From an optimization exercise on the open Yosys and OpenROAD flow, aimed at small area, a short achievable clock period and few clock cycles per item; shortcuts taken in it are not production practice.
RTL that was checked went through simulation tests only; none was proved equivalent to the original.
Function not checked in run 2: the RTL went through the layout flow alone.
The clock port is modelled as an ideal driver; clocking choices that lean on that would not hold on a real chip.
No activity file was given, so power comes from the tool's default toggle rates.

==> flow/design.v (outline; a module is shown in full before it is edited, if it fits) <==
// module cnm_top: 1215 lines
// module cnm_fa: 4 lines
// module cnm_ha: 4 lines
// module cnm_hn: 4 lines
// module cnm_ao: 3 lines
// module cnm_an: 3 lines
// module cnm_x2: 3 lines
// module cnm_xn: 3 lines
// module cnm_or: 3 lines
module cnm_top (
    input  logic               clk,
    input  logic               rst,
    input  logic               in_valid,
    input  logic signed [7:0]  rea,
    input  logic signed [7:0]  ima,
    input  logic signed [7:0]  req,
    input  logic signed [7:0]  imq,
    output logic               out_valid,
    output logic signed [15:0] rep,
    output logic signed [15:0] imp
);
  // ...
==> flow/flow/run.sh <==
#!/bin/bash
# Own layout flow: the standard flow (standard synthesis, same steps and
# settings) with these changes:
#  - after the floorplan step and again after clock tree synthesis, logic cells that synthesis mapped at a
#    larger drive strength are set back to drive strength 1 (downsize.tcl);
#    the standard repair steps that follow upsize where timing needs it;
#  - the port buffers are the small sky130 buf_1 cell instead of the delay
#    cell buffer_ports picks by default (every input and output port still
#    gets its own buffer; repair may resize them);
#  - clock tree synthesis adds no dummy loads.
set -euo pipefail
export BUFFER_PORTS_ARGS="-buffer_cell sky130_fd_sc_hd__buf_1"
export CTS_ARGS="-sink_clustering_enable -repair_clock_nets -dont_use_dummy_load -buf_list {sky130_fd_sc_hd__clkbuf_4 sky130_fd_sc_hd__clkbuf_8}"
bash standard.sh floorplan > flow_make_floorplan.log 2>&1
R=orfs/results/$FLOW_PLATFORM/cnm_top/base
export RESULTS=$R LIB=$FLOW_HOME/platforms/$FLOW_PLATFORM/lib/sky130_fd_sc_hd__tt_025C_1v80.lib
DB=2_floorplan.odb openroad -no_init -exit flow/downsize.tcl > downsize_floorplan.log 2>&1
touch $R/2_floorplan.odb
bash standard.sh cts > flow_make_cts.log 2>&1
DB=4_cts.odb openroad -no_init -exit flow/downsize.tcl > downsize_cts.log 2>&1
touch $R/4_cts.odb
bash standard.sh > flow_make.log 2>&1
==> flow/flow/downsize.tcl <==
# Set every combinational cell of the synthesized, floorplanned design to its
# drive-strength-1 variant (same function and footprint family). The flow's
# later repair steps upsize again where timing needs it. Registers, clock and
# tap cells are left alone.
set results $::env(RESULTS)
read_liberty $::env(LIB)
set db $::env(DB)
read_db $results/$db
set n 0
foreach inst [get_cells *] {
  set ref [get_property $inst ref_name]
  if {![regexp {^(sky130_fd_sc_hd__([a-z0-9]+))_([0-9]+)$} $ref -> base fn drive]} continue
  if {$drive <= 1} continue
  if {[regexp {^(df|ed|sd|dl|clk|tap|fill|decap|conb|probe|lpflow|buf|inv|bufinv|dly)} $fn]} continue
  set lc [get_lib_cells -quiet ${base}_1]
  if {$lc eq ""} continue
  replace_cell $inst $lc
  incr n
}
puts "downsized $n cells"
write_db $results/$db
==> flow/standard.sh <==
#!/bin/bash
# synth_recipe.tcl (not shown) runs the flow's synth.tcl, then flattens the netlist and writes it again
# the make line also repeats each setting of config.mk as NAME=value (left out here)
make -C /OpenROAD-flow-scripts/flow DESIGN_CONFIG=/design/flow/config.mk WORK_HOME=/design/flow/orfs CLKGATE_MAP_FILE= SYNTH_SCRIPT=/design/flow/synth_recipe.tcl "${@:-finish}"
==> flow/config.mk <==
export PLATFORM = sky130hd
export DESIGN_NAME = cnm_top
export DESIGN_NICKNAME = cnm_top
export VERILOG_FILES = /design/flow/design.v
export SDC_FILE = /design/flow/constraint.sdc
export NUM_CORES = 4
export LEC_CHECK = 0
export CAP_MARGIN = 20
export CORE_MARGIN = 2
export CORE_UTILIZATION = 40
export CTS_BUF_LIST = sky130_fd_sc_hd__clkbuf_4 sky130_fd_sc_hd__clkbuf_8
export SETUP_SLACK_MARGIN = 4.5
export SLEW_MARGIN = 20
export SYNTH_HIERARCHICAL = 1
==> flow/constraint.sdc <==
create_clock -name core_clock -period 7.0 [get_ports {clk}]
set_input_delay 1.4000 -clock core_clock [delete_from_list [all_inputs] [get_ports {clk}]]
set_output_delay 1.4000 -clock core_clock [all_outputs]
set_load 0.01 [all_outputs]
==> qor.yml, run 1 <==
status: "finished clean"
grt_max_degree: 24
final_nets: 1016
slew_headroom: 0.494
path_common_cell: "fa_1"
multi_input_area_share: 0.584
cts-root-buf: "clkbuf_8"
design_area_um2: 10100
fill_cells: 2384
met3_usage: 0.0382
numCtsBuffers: 17
largestPowerGroup: "combinational cells"
antenna_found_initial: 0
clk_latency_ps: 450
fin_crit_ps: 2430
inverters: 20
multiInputGateArea_um2: 5900
startpoint_type: "register"
synth_nets: 992
diodes: 0
final_cell_mix: "xnor2_1, dfxtp_1, a22oi_1"
p_int_mw: 2.85
power_switching_mw: 1.76
synth_edf_count: 0
dieArea_um2: 25900
nonClkBufAreaFrac: 0.0297
place_ws_ps: 4130
drc_errors: 0
rrSetupSlack_ps: 4570
start_util: 0.406
wl_per_cell_um: 17.4
grt_setup_unrepaired: "false"
dpl.hpwl_mm: 14.3
cts.sinks: 153
slew_viol_final: 0
worst_path_largest_cell_delay_ps: 560
avgSynthCellArea_um2: 12.0
Testbench counts, summed over its fixed seeds: cycles 16,024, items 16,000.
==> run 2, diff against run 1 <==
--- a/flow/design.v
+++ b/flow/design.v
@@ -575,30 +575,30 @@
     logic n562;
     logic rep_s110_q1_563;
     logic rep_c152_q1_564;
     logic rep_s153_q1_565;
     logic rep_s116_q1_566;
     logic rep_c154_q1_567;
     logic rep_s155_q1_568;
     logic rep_c156_q1_569;
-    logic rep_s120_q1_570;
-    logic rep_s157_q1_571;
+    logic rep_s157_q1_570;
+    logic rep_s120_q1_571;
     logic rep_s124_q1_572;
     logic rep_c158_q1_573;
     logic rep_s159_q1_574;
     logic rep_s128_q1_575;
     logic rep_c160_q1_576;
     logic rep_s161_q1_577;
     logic rep_s132_q1_578;
-    logic rep_c162_q1_579;
-    logic rep_s163_q1_580;
+    logic rep_s163_q1_579;
+    logic rep_c162_q1_580;
     logic rep_c133_q1_581;
-    logic rep_c164_q1_582;
-    logic rep_s165_q1_583;
+    logic rep_s165_q1_582;
+    logic rep_c164_q1_583;
     logic rep_c137_q1_584;
     logic rep_s167_q1_585;
     logic rep_c166_q1_586;
     logic rep_c141_q1_587;
     logic rep_s169_q1_588;
     logic rep_c168_q1_589;
     logic rep_c176_q1_590;
     logic repl_c207_q1_591;
@@ -613,30 +613,30 @@
     logic rep_t234_q1_600;
     logic imp_s386_q1_601;
     logic imp_c427_q1_602;
     logic imp_s428_q1_603;
     logic imp_s392_q1_604;
     logic imp_c429_q1_605;
     logic imp_s430_q1_606;
     logic imp_c431_q1_607;
-    logic imp_s396_q1_608;
-    logic imp_s432_q1_609;
+    logic imp_s432_q1_608;
+    logic imp_s396_q1_609;
     logic imp_s400_q1_610;
     logic imp_c433_q1_611;
     logic imp_s434_q1_612;
     logic imp_s404_q1_613;
     logic imp_c435_q1_614;
     logic imp_s436_q1_615;
     logic imp_s408_q1_616;
-    logic imp_c437_q1_617;
-    logic imp_s438_q1_618;
+    logic imp_s438_q1_617;
+    logic imp_c437_q1_618;
     logic imp_c409_q1_619;
-    logic imp_c439_q1_620;
-    logic imp_s440_q1_621;
+    logic imp_s440_q1_620;
+    logic imp_c439_q1_621;
     logic imp_c413_q1_622;
     logic imp_s442_q1_623;
     logic imp_c441_q1_624;
     logic imp_c417_q1_625;
     logic imp_s444_q1_626;
     logic imp_c443_q1_627;
     logic imp_c451_q1_628;
     logic impl_c482_q1_629;
@@ -766,40 +766,40 @@
     cnm_ha u_rep_s142 (.a(rep_b27), .b(rep_b34), .s(rep_s142), .co(rep_c143));
     cnm_hn u_rep_s144 (.a(rep_b63), .b(rep_b70), .s(rep_s144), .co(rep_c145));
     assign n146 = ~imq_nneg_r[0];
     cnm_hn u_rep_s147 (.a(req_nneg_r[0]), .b(n146), .s(rep_s147), .co(rep_c148));
     cnm_hn u_rep_s149 (.a(rep_b10), .b(rep_b39), .s(rep_s149), .co(rep_c150));
     cnm_fa u_rep_s151 (.a(rep_b40), .b(rep_b47), .c(rep_s108), .s(rep_s151), .co(rep_c152));
     cnm_fa u_rep_s153 (.a(rep_s112), .b(rep_c109), .c(rep_s77), .s(rep_s153), .co(rep_c154));
     cnm_fa u_rep_s155 (.a(rep_c113), .b(rep_c111), .c(rep_s114), .s(rep_s155), .co(rep_c156));
-    cnm_fa u_rep_s157 (.a(rep_c115), .b(rep_s118), .c(rep_c117), .s(rep_s157), .co(rep_c158));
-    cnm_fa u_rep_s159 (.a(rep_c119), .b(rep_s122), .c(rep_c121), .s(rep_s159), .co(rep_c160));
-    cnm_fa u_rep_s161 (.a(rep_c123), .b(rep_s126), .c(rep_c125), .s(rep_s161), .co(rep_c162));
-    cnm_fa u_rep_s163 (.a(rep_c127), .b(rep_s130), .c(rep_c129), .s(rep_s163), .co(rep_c164));
-    cnm_fa u_rep_s165 (.a(rep_c131), .b(rep_s134), .c(rep_s136), .s(rep_s165), .co(rep_c166));
-    cnm_fa u_rep_s167 (.a(rep_s138), .b(rep_c135), .c(rep_s140), .s(rep_s167), .co(rep_c168));
+    cnm_fx u_rep_s157 (.a(rep_c115), .b(rep_s118), .c(rep_c117), .s(rep_s157), .co(rep_c158));
+    cnm_fx u_rep_s159 (.a(rep_c119), .b(rep_s122), .c(rep_c121), .s(rep_s159), .co(rep_c160));
+    cnm_fx u_rep_s161 (.a(rep_c123), .b(rep_s126), .c(rep_c125), .s(rep_s161), .co(rep_c162));
+    cnm_fx u_rep_s163 (.a(rep_c127), .b(rep_s130), .c(rep_c129), .s(rep_s163), .co(rep_c164));
+    cnm_fx u_rep_s165 (.a(rep_c131), .b(rep_s134), .c(rep_s136), .s(rep_s165), .co(rep_c166));
+    cnm_fx u_rep_s167 (.a(rep_s138), .b(rep_c135), .c(rep_s140), .s(rep_s167), .co(rep_c168));
     cnm_fa u_rep_s169 (.a(rep_s144), .b(rep_s142), .c(rep_c139), .s(rep_s169), .co(rep_c170));
     cnm_fa u_rep_s171 (.a(rep_b35), .b(rep_b71), .c(rep_c143), .s(rep_s171), .co(rep_c172));
     cnm_hn u_rep_s173 (.a(rep_s147), .b(rep_b1), .s(rep_s173), .co(rep_c174));
     cnm_fa u_rep_s175 (.a(rep_c148), .b(rep_b2), .c(rep_b38), .s(rep_s175), .co(rep_c176));
     cnm_fa u_rep_s177 (.a(rep_b46), .b(rep_s149), .c(rep_s106), .s(rep_s177), .co(rep_c178));
-    cnm_fa u_rep_s179 (.a(rep_c150), .b(rep_c107), .c(rep_s151), .s(rep_s179), .co(rep_c180));
+    cnm_fx u_rep_s179 (.a(rep_c150), .b(rep_c107), .c(rep_s151), .s(rep_s179), .co(rep_c180));
     cnm_fa u_rep_s181 (.a(rep_s110_q1_563), .b(rep_c152_q1_564), .c(rep_s153_q1_565), .s(rep_s181), .co(rep_c182));
     cnm_fa u_rep_s183 (.a(rep_s116_q1_566), .b(rep_c154_q1_567), .c(rep_s155_q1_568), .s(rep_s183), .co(rep_c184));
-    cnm_fa u_rep_s185 (.a(rep_c156_q1_569), .b(rep_s120_q1_570), .c(rep_s157_q1_571), .s(rep_s185), .co(rep_c186));
+    cnm_fa u_rep_s185 (.a(rep_c156_q1_569), .b(rep_s157_q1_570), .c(rep_s120_q1_571), .s(rep_s185), .co(rep_c186));
     cnm_fa u_rep_s187 (.a(rep_s124_q1_572), .b(rep_c158_q1_573), .c(rep_s159_q1_574), .s(rep_s187), .co(rep_c188));
     cnm_fa u_rep_s189 (.a(rep_s128_q1_575), .b(rep_c160_q1_576), .c(rep_s161_q1_577), .s(rep_s189), .co(rep_c190));
-    cnm_fa u_rep_s191 (.a(rep_s132_q1_578), .b(rep_c162_q1_579), .c(rep_s163_q1_580), .s(rep_s191), .co(rep_c192));
-    cnm_fa u_rep_s193 (.a(rep_c133_q1_581), .b(rep_c164_q1_582), .c(rep_s165_q1_583), .s(rep_s193), .co(rep_c194));
+    cnm_fa u_rep_s191 (.a(rep_s132_q1_578), .b(rep_s163_q1_579), .c(rep_c162_q1_580), .s(rep_s191), .co(rep_c192));
+    cnm_fa u_rep_s193 (.a(rep_c133_q1_581), .b(rep_s165_q1_582), .c(rep_c164_q1_583), .s(rep_s193), .co(rep_c194));
     cnm_fa u_rep_s195 (.a(rep_c137_q1_584), .b(rep_s167_q1_585), .c(rep_c166_q1_586), .s(rep_s195), .co(rep_c196));
     cnm_fa u_rep_s197 (.a(rep_c141_q1_587), .b(rep_s169_q1_588), .c(rep_c168_q1_589), .s(rep_s197), .co(rep_c198));
-    cnm_fa u_rep_s199 (.a(rep_c145), .b(rep_s171), .c(rep_c170), .s(rep_s199), .co(rep_c200));
+    cnm_fx u_rep_s199 (.a(rep_c145), .b(rep_s171), .c(rep_c170), .s(rep_s199), .co(rep_c200));
     assign n201 = ~rep_b36;
-    cnm_fa u_rep_s202 (.a(rep_b72), .b(n201), .c(rep_c172), .s(rep_s202), .co(rep_c203));
+    cnm_fx u_rep_s202 (.a(rep_b72), .b(n201), .c(rep_c172), .s(rep_s202), .co(rep_c203));
     cnm_hn u_repl_s204 (.a(rep_b37), .b(rep_s173), .s(repl_s204), .co(repl_c205));
     cnm_fa u_repl_s206 (.a(rep_c174), .b(repl_c205), .c(rep_s175), .s(repl_s206), .co(repl_c207));
     cnm_fa u_repl_s208 (.a(rep_c176_q1_590), .b(repl_c207_q1_591), .c(rep_s177_q1_592), .s(repl_s208), .co(repl_c209));
     cnm_fa u_repl_s210 (.a(rep_c178_q1_593), .b(rep_s179_q1_594), .c(repl_c209), .s(repl_s210), .co(repl_c211));
     cnm_ha u_rep_t212 (.a(rep_s181), .b(rep_c180_q1_595), .s(rep_t212), .co(rep_g213));
     cnm_ha u_rep_t214 (.a(rep_s183), .b(rep_c182), .s(rep_t214), .co(rep_g215));
     cnm_ha u_rep_t216 (.a(rep_s185), .b(rep_c184), .s(rep_t216), .co(rep_g217));
     cnm_ha u_rep_t218 (.a(rep_s187), .b(rep_c186), .s(rep_t218), .co(rep_g219));
@@ -962,40 +962,40 @@
     cnm_fa u_imp_s416 (.a(imp_b348), .b(imp_c379), .c(imp_c381), .s(imp_s416), .co(imp_c417));
     cnm_ha u_imp_s418 (.a(imp_b306), .b(imp_b313), .s(imp_s418), .co(imp_c419));
     cnm_hn u_imp_s420 (.a(imp_b342), .b(imp_b349), .s(imp_s420), .co(imp_c421));
     cnm_hn u_imp_s422 (.a(imq_nneg_r[0]), .b(req_nneg_r[0]), .s(imp_s422), .co(imp_c423));
     cnm_hn u_imp_s424 (.a(imp_b289), .b(imp_b318), .s(imp_s424), .co(imp_c425));
     cnm_fa u_imp_s426 (.a(imp_b319), .b(imp_b326), .c(imp_s384), .s(imp_s426), .co(imp_c427));
     cnm_fa u_imp_s428 (.a(imp_s388), .b(imp_c385), .c(imp_s354), .s(imp_s428), .co(imp_c429));
     cnm_fa u_imp_s430 (.a(imp_c389), .b(imp_c387), .c(imp_s390), .s(imp_s430), .co(imp_c431));
-    cnm_fa u_imp_s432 (.a(imp_c391), .b(imp_s394), .c(imp_c393), .s(imp_s432), .co(imp_c433));
-    cnm_fa u_imp_s434 (.a(imp_c395), .b(imp_s398), .c(imp_c397), .s(imp_s434), .co(imp_c435));
-    cnm_fa u_imp_s436 (.a(imp_c399), .b(imp_s402), .c(imp_c401), .s(imp_s436), .co(imp_c437));
-    cnm_fa u_imp_s438 (.a(imp_c403), .b(imp_s406), .c(imp_c405), .s(imp_s438), .co(imp_c439));
-    cnm_fa u_imp_s440 (.a(imp_c407), .b(imp_s410), .c(imp_s412), .s(imp_s440), .co(imp_c441));
-    cnm_fa u_imp_s442 (.a(imp_s414), .b(imp_c411), .c(imp_s416), .s(imp_s442), .co(imp_c443));
+    cnm_fx u_imp_s432 (.a(imp_c391), .b(imp_s394), .c(imp_c393), .s(imp_s432), .co(imp_c433));
+    cnm_fx u_imp_s434 (.a(imp_c395), .b(imp_s398), .c(imp_c397), .s(imp_s434), .co(imp_c435));
+    cnm_fx u_imp_s436 (.a(imp_c399), .b(imp_s402), .c(imp_c401), .s(imp_s436), .co(imp_c437));
+    cnm_fx u_imp_s438 (.a(imp_c403), .b(imp_s406), .c(imp_c405), .s(imp_s438), .co(imp_c439));
+    cnm_fx u_imp_s440 (.a(imp_c407), .b(imp_s410), .c(imp_s412), .s(imp_s440), .co(imp_c441));
+    cnm_fx u_imp_s442 (.a(imp_s414), .b(imp_c411), .c(imp_s416), .s(imp_s442), .co(imp_c443));
     cnm_fa u_imp_s444 (.a(imp_s420), .b(imp_s418), .c(imp_c415), .s(imp_s444), .co(imp_c445));
     cnm_fa u_imp_s446 (.a(imp_b314), .b(imp_b350), .c(imp_c419), .s(imp_s446), .co(imp_c447));
     cnm_hn u_imp_s448 (.a(imp_s422), .b(imp_b280), .s(imp_s448), .co(imp_c449));
     cnm_fa u_imp_s450 (.a(imp_c423), .b(imp_b281), .c(imp_b317), .s(imp_s450), .co(imp_c451));
     cnm_fa u_imp_s452 (.a(imp_b325), .b(imp_s424), .c(imp_s382), .s(imp_s452), .co(imp_c453));
-    cnm_fa u_imp_s454 (.a(imp_c425), .b(imp_c383), .c(imp_s426), .s(imp_s454), .co(imp_c455));
+    cnm_fx u_imp_s454 (.a(imp_c425), .b(imp_c383), .c(imp_s426), .s(imp_s454), .co(imp_c455));
     cnm_fa u_imp_s456 (.a(imp_s386_q1_601), .b(imp_c427_q1_602), .c(imp_s428_q1_603), .s(imp_s456), .co(imp_c457));
     cnm_fa u_imp_s458 (.a(imp_s392_q1_604), .b(imp_c429_q1_605), .c(imp_s430_q1_606), .s(imp_s458), .co(imp_c459));
-    cnm_fa u_imp_s460 (.a(imp_c431_q1_607), .b(imp_s396_q1_608), .c(imp_s432_q1_609), .s(imp_s460), .co(imp_c461));
+    cnm_fa u_imp_s460 (.a(imp_c431_q1_607), .b(imp_s432_q1_608), .c(imp_s396_q1_609), .s(imp_s460), .co(imp_c461));
     cnm_fa u_imp_s462 (.a(imp_s400_q1_610), .b(imp_c433_q1_611), .c(imp_s434_q1_612), .s(imp_s462), .co(imp_c463));
     cnm_fa u_imp_s464 (.a(imp_s404_q1_613), .b(imp_c435_q1_614), .c(imp_s436_q1_615), .s(imp_s464), .co(imp_c465));
-    cnm_fa u_imp_s466 (.a(imp_s408_q1_616), .b(imp_c437_q1_617), .c(imp_s438_q1_618), .s(imp_s466), .co(imp_c467));
-    cnm_fa u_imp_s468 (.a(imp_c409_q1_619), .b(imp_c439_q1_620), .c(imp_s440_q1_621), .s(imp_s468), .co(imp_c469));
+    cnm_fa u_imp_s466 (.a(imp_s408_q1_616), .b(imp_s438_q1_617), .c(imp_c437_q1_618), .s(imp_s466), .co(imp_c467));
+    cnm_fa u_imp_s468 (.a(imp_c409_q1_619), .b(imp_s440_q1_620), .c(imp_c439_q1_621), .s(imp_s468), .co(imp_c469));
     cnm_fa u_imp_s470 (.a(imp_c413_q1_622), .b(imp_s442_q1_623), .c(imp_c441_q1_624), .s(imp_s470), .co(imp_c471));
     cnm_fa u_imp_s472 (.a(imp_c417_q1_625), .b(imp_s444_q1_626), .c(imp_c443_q1_627), .s(imp_s472), .co(imp_c473));
-    cnm_fa u_imp_s474 (.a(imp_c421), .b(imp_s446), .c(imp_c445), .s(imp_s474), .co(imp_c475));
+    cnm_fx u_imp_s474 (.a(imp_c421), .b(imp_s446), .c(imp_c445), .s(imp_s474), .co(imp_c475));
     assign n476 = ~imp_b315;
-    cnm_fa u_imp_s477 (.a(imp_b351), .b(n476), .c(imp_c447), .s(imp_s477), .co(imp_c478));
+    cnm_fx u_imp_s477 (.a(imp_b351), .b(n476), .c(imp_c447), .s(imp_s477), .co(imp_c478));
     cnm_hn u_impl_s479 (.a(imp_b316), .b(imp_s448), .s(impl_s479), .co(impl_c480));
     cnm_fa u_impl_s481 (.a(imp_c449), .b(impl_c480), .c(imp_s450), .s(impl_s481), .co(impl_c482));
     cnm_fa u_impl_s483 (.a(imp_c451_q1_628), .b(impl_c482_q1_629), .c(imp_s452_q1_630), .s(impl_s483), .co(impl_c484));
     cnm_fa u_impl_s485 (.a(imp_c453_q1_631), .b(imp_s454_q1_632), .c(impl_c484), .s(impl_s485), .co(impl_c486));
     cnm_ha u_imp_t487 (.a(imp_s456), .b(imp_c455_q1_633), .s(imp_t487), .co(imp_g488));
     cnm_ha u_imp_t489 (.a(imp_s458), .b(imp_c457), .s(imp_t489), .co(imp_g490));
     cnm_ha u_imp_t491 (.a(imp_s460), .b(imp_c459), .s(imp_t491), .co(imp_g492));
     cnm_ha u_imp_t493 (.a(imp_s462), .b(imp_c461), .s(imp_t493), .co(imp_g494));
@@ -1129,30 +1129,30 @@
         imq_one_r <= imq_one; imq_two_r <= imq_two; imq_nneg_r <= imq_nneg;
         rep_s110_q1_563 <= rep_s110;
         rep_c152_q1_564 <= rep_c152;
         rep_s153_q1_565 <= rep_s153;
         rep_s116_q1_566 <= rep_s116;
         rep_c154_q1_567 <= rep_c154;
         rep_s155_q1_568 <= rep_s155;
         rep_c156_q1_569 <= rep_c156;
-        rep_s120_q1_570 <= rep_s120;
-        rep_s157_q1_571 <= rep_s157;
+        rep_s157_q1_570 <= rep_s157;
+        rep_s120_q1_571 <= rep_s120;
         rep_s124_q1_572 <= rep_s124;
         rep_c158_q1_573 <= rep_c158;
         rep_s159_q1_574 <= rep_s159;
         rep_s128_q1_575 <= rep_s128;
         rep_c160_q1_576 <= rep_c160;
         rep_s161_q1_577 <= rep_s161;
         rep_s132_q1_578 <= rep_s132;
-        rep_c162_q1_579 <= rep_c162;
-        rep_s163_q1_580 <= rep_s163;
+        rep_s163_q1_579 <= rep_s163;
+        rep_c162_q1_580 <= rep_c162;
         rep_c133_q1_581 <= rep_c133;
-        rep_c164_q1_582 <= rep_c164;
-        rep_s165_q1_583 <= rep_s165;
+        rep_s165_q1_582 <= rep_s165;
+        rep_c164_q1_583 <= rep_c164;
         rep_c137_q1_584 <= rep_c137;
         rep_s167_q1_585 <= rep_s167;
         rep_c166_q1_586 <= rep_c166;
         rep_c141_q1_587 <= rep_c141;
         rep_s169_q1_588 <= rep_s169;
         rep_c168_q1_589 <= rep_c168;
         rep_c176_q1_590 <= rep_c176;
         repl_c207_q1_591 <= repl_c207;
@@ -1167,30 +1167,30 @@
         rep_t234_q1_600 <= rep_t234;
         imp_s386_q1_601 <= imp_s386;
         imp_c427_q1_602 <= imp_c427;
         imp_s428_q1_603 <= imp_s428;
         imp_s392_q1_604 <= imp_s392;
         imp_c429_q1_605 <= imp_c429;
         imp_s430_q1_606 <= imp_s430;
         imp_c431_q1_607 <= imp_c431;
-        imp_s396_q1_608 <= imp_s396;
-        imp_s432_q1_609 <= imp_s432;
+        imp_s432_q1_608 <= imp_s432;
+        imp_s396_q1_609 <= imp_s396;
         imp_s400_q1_610 <= imp_s400;
         imp_c433_q1_611 <= imp_c433;
         imp_s434_q1_612 <= imp_s434;
         imp_s404_q1_613 <= imp_s404;
         imp_c435_q1_614 <= imp_c435;
         imp_s436_q1_615 <= imp_s436;
         imp_s408_q1_616 <= imp_s408;
-        imp_c437_q1_617 <= imp_c437;
-        imp_s438_q1_618 <= imp_s438;
+        imp_s438_q1_617 <= imp_s438;
+        imp_c437_q1_618 <= imp_c437;
         imp_c409_q1_619 <= imp_c409;
-        imp_c439_q1_620 <= imp_c439;
-        imp_s440_q1_621 <= imp_s440;
+        imp_s440_q1_620 <= imp_s440;
+        imp_c439_q1_621 <= imp_c439;
         imp_c413_q1_622 <= imp_c413;
         imp_s442_q1_623 <= imp_s442;
         imp_c441_q1_624 <= imp_c441;
         imp_c417_q1_625 <= imp_c417;
         imp_s444_q1_626 <= imp_s444;
         imp_c443_q1_627 <= imp_c443;
         imp_c451_q1_628 <= imp_c451;
         impl_c482_q1_629 <= impl_c482;
@@ -1212,16 +1212,43 @@
         else vld <= {vld[1:0], in_valid};
     end
     assign out_valid = vld[2];
 endmodule
 module cnm_fa (input logic a, input logic b, input logic c, output logic s, output logic co);
     assign s  = a ^ b ^ c;
     assign co = (a & b) | (a & c) | (b & c);
 endmodule
+module cnm_fx (input logic a, input logic b, input logic c, output logic s, output logic co);
+    logic x;
+    cnm_x2 u_ab (.a(a), .b(b), .y(x));
+    cnm_x2 u_xc (.a(x), .b(c), .y(s));
+    cnm_mj u_mj (.a(a), .b(b), .c(c), .y(co));
+endmodule
+module cnm_mj (input logic a, input logic b, input logic c, output logic y);
+    assign y = (a & b) | (a & c) | (b & c);
+endmodule
+module cnm_aoi (input logic a1, input logic a2, input logic b1, input logic b2, output logic y);
+    assign y = ~((a1 & a2) | (b1 & b2));
+endmodule
+module cnm_nd (input logic a, input logic b, output logic y);
+    assign y = ~(a & b);
+endmodule
+module cnm_bs (input logic one, input logic two, input logic ng, input logic x, input logic xm, output logic y);
+    assign y = ((one & x) | (two & xm)) ^ ng;
+endmodule
+module cnm_bsn (input logic one, input logic two, input logic ng, input logic x, input logic xm, output logic y);
+    assign y = ~(((one & x) | (two & xm)) ^ ng);
+endmodule
+module cnm_b0 (input logic one, input logic two, input logic ng, input logic x, output logic y);
+    assign y = (one & x) ^ ng;
+endmodule
+module cnm_b0n (input logic one, input logic two, input logic ng, input logic x, output logic y);
+    assign y = ~((one & x) ^ ng);
+endmodule
 module cnm_ha (input logic a, input logic b, output logic s, output logic co);
     assign s  = a ^ b;
     assign co = a & b;
 endmodule
 module cnm_hn (input logic a, input logic b, output logic s, output logic co);
     cnm_xn u_s (.a(a), .b(b), .y(s));
     cnm_or u_c (.a(a), .b(b), .y(co));
 endmodule
==> flow/flow/run.sh (replaced) <==
#!/bin/bash
# Own layout flow: the standard flow (standard synthesis, same steps and
# settings) with these changes:
#  - after the floorplan step, combinational cells that synthesis mapped at a
#    larger drive strength are set back to drive strength 1 (downsize.tcl);
#    the standard repair steps that follow upsize where timing needs it;
#  - the port buffers are the small sky130 buf_1 cell instead of the delay
#    cell buffer_ports picks by default (every input and output port still
#    gets its own buffer; repair may resize them);
#  - clock tree synthesis adds no dummy loads.
set -euo pipefail
export BUFFER_PORTS_ARGS="-buffer_cell sky130_fd_sc_hd__buf_1"
export CTS_ARGS="-sink_clustering_enable -repair_clock_nets -dont_use_dummy_load -buf_list {sky130_fd_sc_hd__clkbuf_4 sky130_fd_sc_hd__clkbuf_8}"
bash standard.sh floorplan > flow_make_floorplan.log 2>&1
RESULTS=orfs/results/$FLOW_PLATFORM/cnm_top/base \
LIB=$FLOW_HOME/platforms/$FLOW_PLATFORM/lib/sky130_fd_sc_hd__tt_025C_1v80.lib \
  openroad -no_init -exit flow/downsize.tcl > downsize.log 2>&1
touch orfs/results/$FLOW_PLATFORM/cnm_top/base/2_floorplan.odb
bash standard.sh > flow_make.log 2>&1
==> flow/flow/downsize.tcl (replaced) <==
# Set every combinational cell of the synthesized, floorplanned design to its
# drive-strength-1 variant (same function and footprint family). The flow's
# later repair steps upsize again where timing needs it. Registers, clock and
# tap cells are left alone.
set results $::env(RESULTS)
read_liberty $::env(LIB)
read_db $results/2_floorplan.odb
set n 0
foreach inst [get_cells *] {
  set ref [get_property $inst ref_name]
  if {![regexp {^(sky130_fd_sc_hd__([a-z0-9]+))_([0-9]+)$} $ref -> base fn drive]} continue
  if {$drive <= 1} continue
  if {[regexp {^(df|ed|sd|dl|clk|tap|fill|decap|conb|probe|lpflow|buf|inv|bufinv|dly)} $fn]} continue
  set lc [get_lib_cells -quiet ${base}_1]
  if {$lc eq ""} continue
  replace_cell $inst $lc
  incr n
}
puts "downsized $n cells"
write_db $results/2_floorplan.odb
==> qor.yml, run 2 <==
yosysTopAreaCell: "dfxtp_1"
synth_warnings: 7
drt_iter0_markers: 408
p_int_mw: 2.91  # +1.9%
holdWs_ps: 326
synth_edf_count: 0  # unchanged
place_area_um2: 9860
finalSetupViolCount: 0
pwr-share-seq: 0.312
powerDensity_nw_per_um2: 463
drv_cap: 0
synthTopCellsByArea: "dfxtp_1, fa_1, xnor2_1, a22oi_2, a22oi_1"
top_layer_used: "met4"
diodes: 0  # unchanged
yosysSeqAreaShare: 0.306
vias: 6060
grt_max_degree: 24  # unchanged
power_frac_comb: 0.583
synthFlopType: "dfxtp_1"
hold_path_class: "register to register"
final_antenna_net_count: 0
start_util: 0.409  # +0.00289
pwr-share-clk: 0.105
mostFrequentLayoutCell: "xnor2_1"
met1Wirelength_mm: 9.50
status: "finished clean"
startpoint_type: "register"
drc_errors: 0  # unchanged
ys_top_cells_by_count: "xnor2_1, dfxtp_1, fa_1, a22oi_1, xor2_1"
reg2reg_depth: 5
antenna_found_initial: 0  # unchanged
power_switching_mw: 1.81  # +2.7%
final_cell_mix: "xnor2_1, dfxtp_1, a22oi_1"
cp.required_ps: 7330
syn_area_um2: 10000
num_rows: 57
slew_headroom: 0.491  # -0.00208
finalCritPeriodShare: 0.347
synthCells: 859
tritoncts: "built"
avgSynthCellArea_um2: 11.6  # -2.7%
gp_congestion: 0.850
synth_nets: 1010  # +1.8%
port-buffer-count: 67
clockBufferDepth: 2
top_regs: "imp: 16 flops, rep: 16 flops"
grt_pass1_wl_mm: 34.7
synth_top_area_frac: 0.306
die_height_um: 162
fin_crit_ps: 2430  # -6.51 ps
wl_per_cell_um: 17.6  # +1.2%
grt_pass1_vias: 6374
ir_worst_vdd_mv: 0.341
critPathMaxFanout: 13
finalWorstSetupSlack_ps: 4570
sw_frac_of_total: 0.384
hold_path_depth: 0
skew_ps: 38.8
numCtsBuffers: 17  # unchanged
total_leakage_power_nw: 3.87
tightest_slew_ps: 762
firstDrtPassIters: 5
total_power_mw: 4.72
hold_violations: 0
drive_above_1_share: 0.0704
place_ws_ps: 4160  # +28.2 ps
yosysUniqueCellTypes: 27
grt_usage: 0.172
core_region_area_um2: 24500
synth_seq_cells: 153
final_nets: 1034  # +1.8%
die_w_um: 162
cts-root-buf: "clkbuf_8"
synth_most_common_cell: "xnor2_1"
cp-end-kind: "register"
cp.arrival_ps: 2760
slew_viol_final: 0  # unchanged
ys_async_sr_fraction: 0
fill_cells: 2379  # -0.21%
cts.sinks: 153  # unchanged
cts-htree-levels: 4
tns_ps: 0
wl_mm: 21.3
ff_latch_area_um2: 3160
syn_to_final_growth_pct: 1.95
multiInputGateArea_um2: 6020  # +2.2%
clkTransAtPathRegs_ps: 70
crit_type: "register to register"
dieArea_um2: 26300  # +1.6%
route.met3.wl_mm: 1.12
design_area_um2: 10200  # +0.98%
grt_setup_unrepaired: "false"
max_clock_freq_mhz: 412
dpl.hpwl_mm: 14.9  # +4.2%
viasPerCell: 5.03
ios: 68
overflow: 0
clk_latency_ps: 460  # about the same
wl_met2_mm: 10.4
[run 2: modules after synthesis (local to each module, per instance), excerpt]
module   cell area, um2  flip-flops and latches  cells
cnm_top            6400                     153    559
cnm_fa             20.0                       0      1
cnm_ao             7.51                       0      1
cnm_or             6.26                       0      1
cnm_ha             12.5                       0      1
cnm_xn             8.76                       0      1
cnm_x2             8.76                       0      1
cnm_mj             11.3                       0      1
cnm_an             6.26                       0      1
[run 2: final timing paths]
kind / start / end / slack [ps]
setup / recovery: imq_nneg_r[3] / rep_c162_q1_580 / 4570
hold / removal: n559_q1_641 / imp[0] / 330
setup reg to reg: imq_nneg_r[3] / rep_c162_q1_580 / 4570
hold reg to reg: n559_q1_641 / imp[0] / 330
[run 2: logic make-up after synthesis]
group           count (synthesis)  synth area share
buf+inv                        87            0.0674
simple gates                   75            0.0428
xor+xnor                      236             0.207
compound gates                174             0.147
flops                         153             0.306
fa+ha+maj                     134             0.230
[run 2: per-layer routing]
layer / up-vias / GRT usage
met5: - / 0
met4: 0 / 0.0519
met3: 26 / 0.0355
met2: 172 / 0.291
met1: 2975 / 0.223
li1: 2887 / -
[run 2: critical path: stages (launching register included)]
cell	delay, ps
dfxtp_4	480
inv_2	200
or2_1	300
fa_1	510
fa_1	460
maj3_1	370
[run 2: timing repair]
| item | CTS | global route |
|---|---|---|
| setup endpoints to repair | 24 | 9 |
| buffers inserted | 0 | 0 |
| resized for setup | 36 | 20 |
| hold buffers | 0 | 0 |
[run 2: cell type report]
type / instances / area share
inverter: 20 / 0.00810
timing repair buffer: 72 / 0.0287
tap: 324 / 0.0398
clock buffer: 17 / 0.0230
multi-input combinational: 619 / 0.591
sequential: 153 / 0.310
[run 2: per-stage QoR]
stage               utilization  cells
floorplan                     -    859
global placement          0.403   1188
detailed placement        0.403   1188
CTS                       0.415   1205
global route              0.417   1205
finish                    0.417   1205
[run 2: power by group through the flow]
stage / registers [mW] / clock network [mW] / logic, mW
6_report: 1.47 / 0.494 / 2.75
3_3_place_gp: 1.49 / 0 / 2.76
4_1_cts: 1.48 / 0.518 / 2.81
5_1_grt: 1.51 / 0.555 / 3.18
3_5_place_dp: 1.50 / 0 / 2.79
2_1_floorplan: 1.45 / 0 / 2.30

## port drivers added, routing unchanged
The flow's constraints put no driver on any port. The routed layouts listed below were extracted and timed again, unchanged, in two steps.
Step 1 (the two cells are an assumption about what drives the block):
set clk [get_ports {clk}]
set_driving_cell -lib_cell sky130_fd_sc_hd__clkbuf_16 $clk
set_driving_cell -lib_cell sky130_fd_sc_hd__buf_2 [delete_from_list [all_inputs] $clk]
Step 2 times the ports against the registers' clock, not the clock port: input delays grow and output delays shrink by t, the midpoint of the rising clock arrivals with the driver on.
a / b / c = no drivers / after step 1 / after step 2; a / b = the first two.
run	t, ns	setup slack, ns	hold WS [ns]	slew at the worst register clock pin (ns)
run 1	0.472	4.567 / 4.567 / 4.567	0.333 / 0.333 / 0.333	0.09 / 0.09
run 2	0.479	4.574 / 4.574 / 4.574	0.326 / 0.326 / 0.326	0.08 / 0.08
After both steps setup and hold are still met in every run listed.
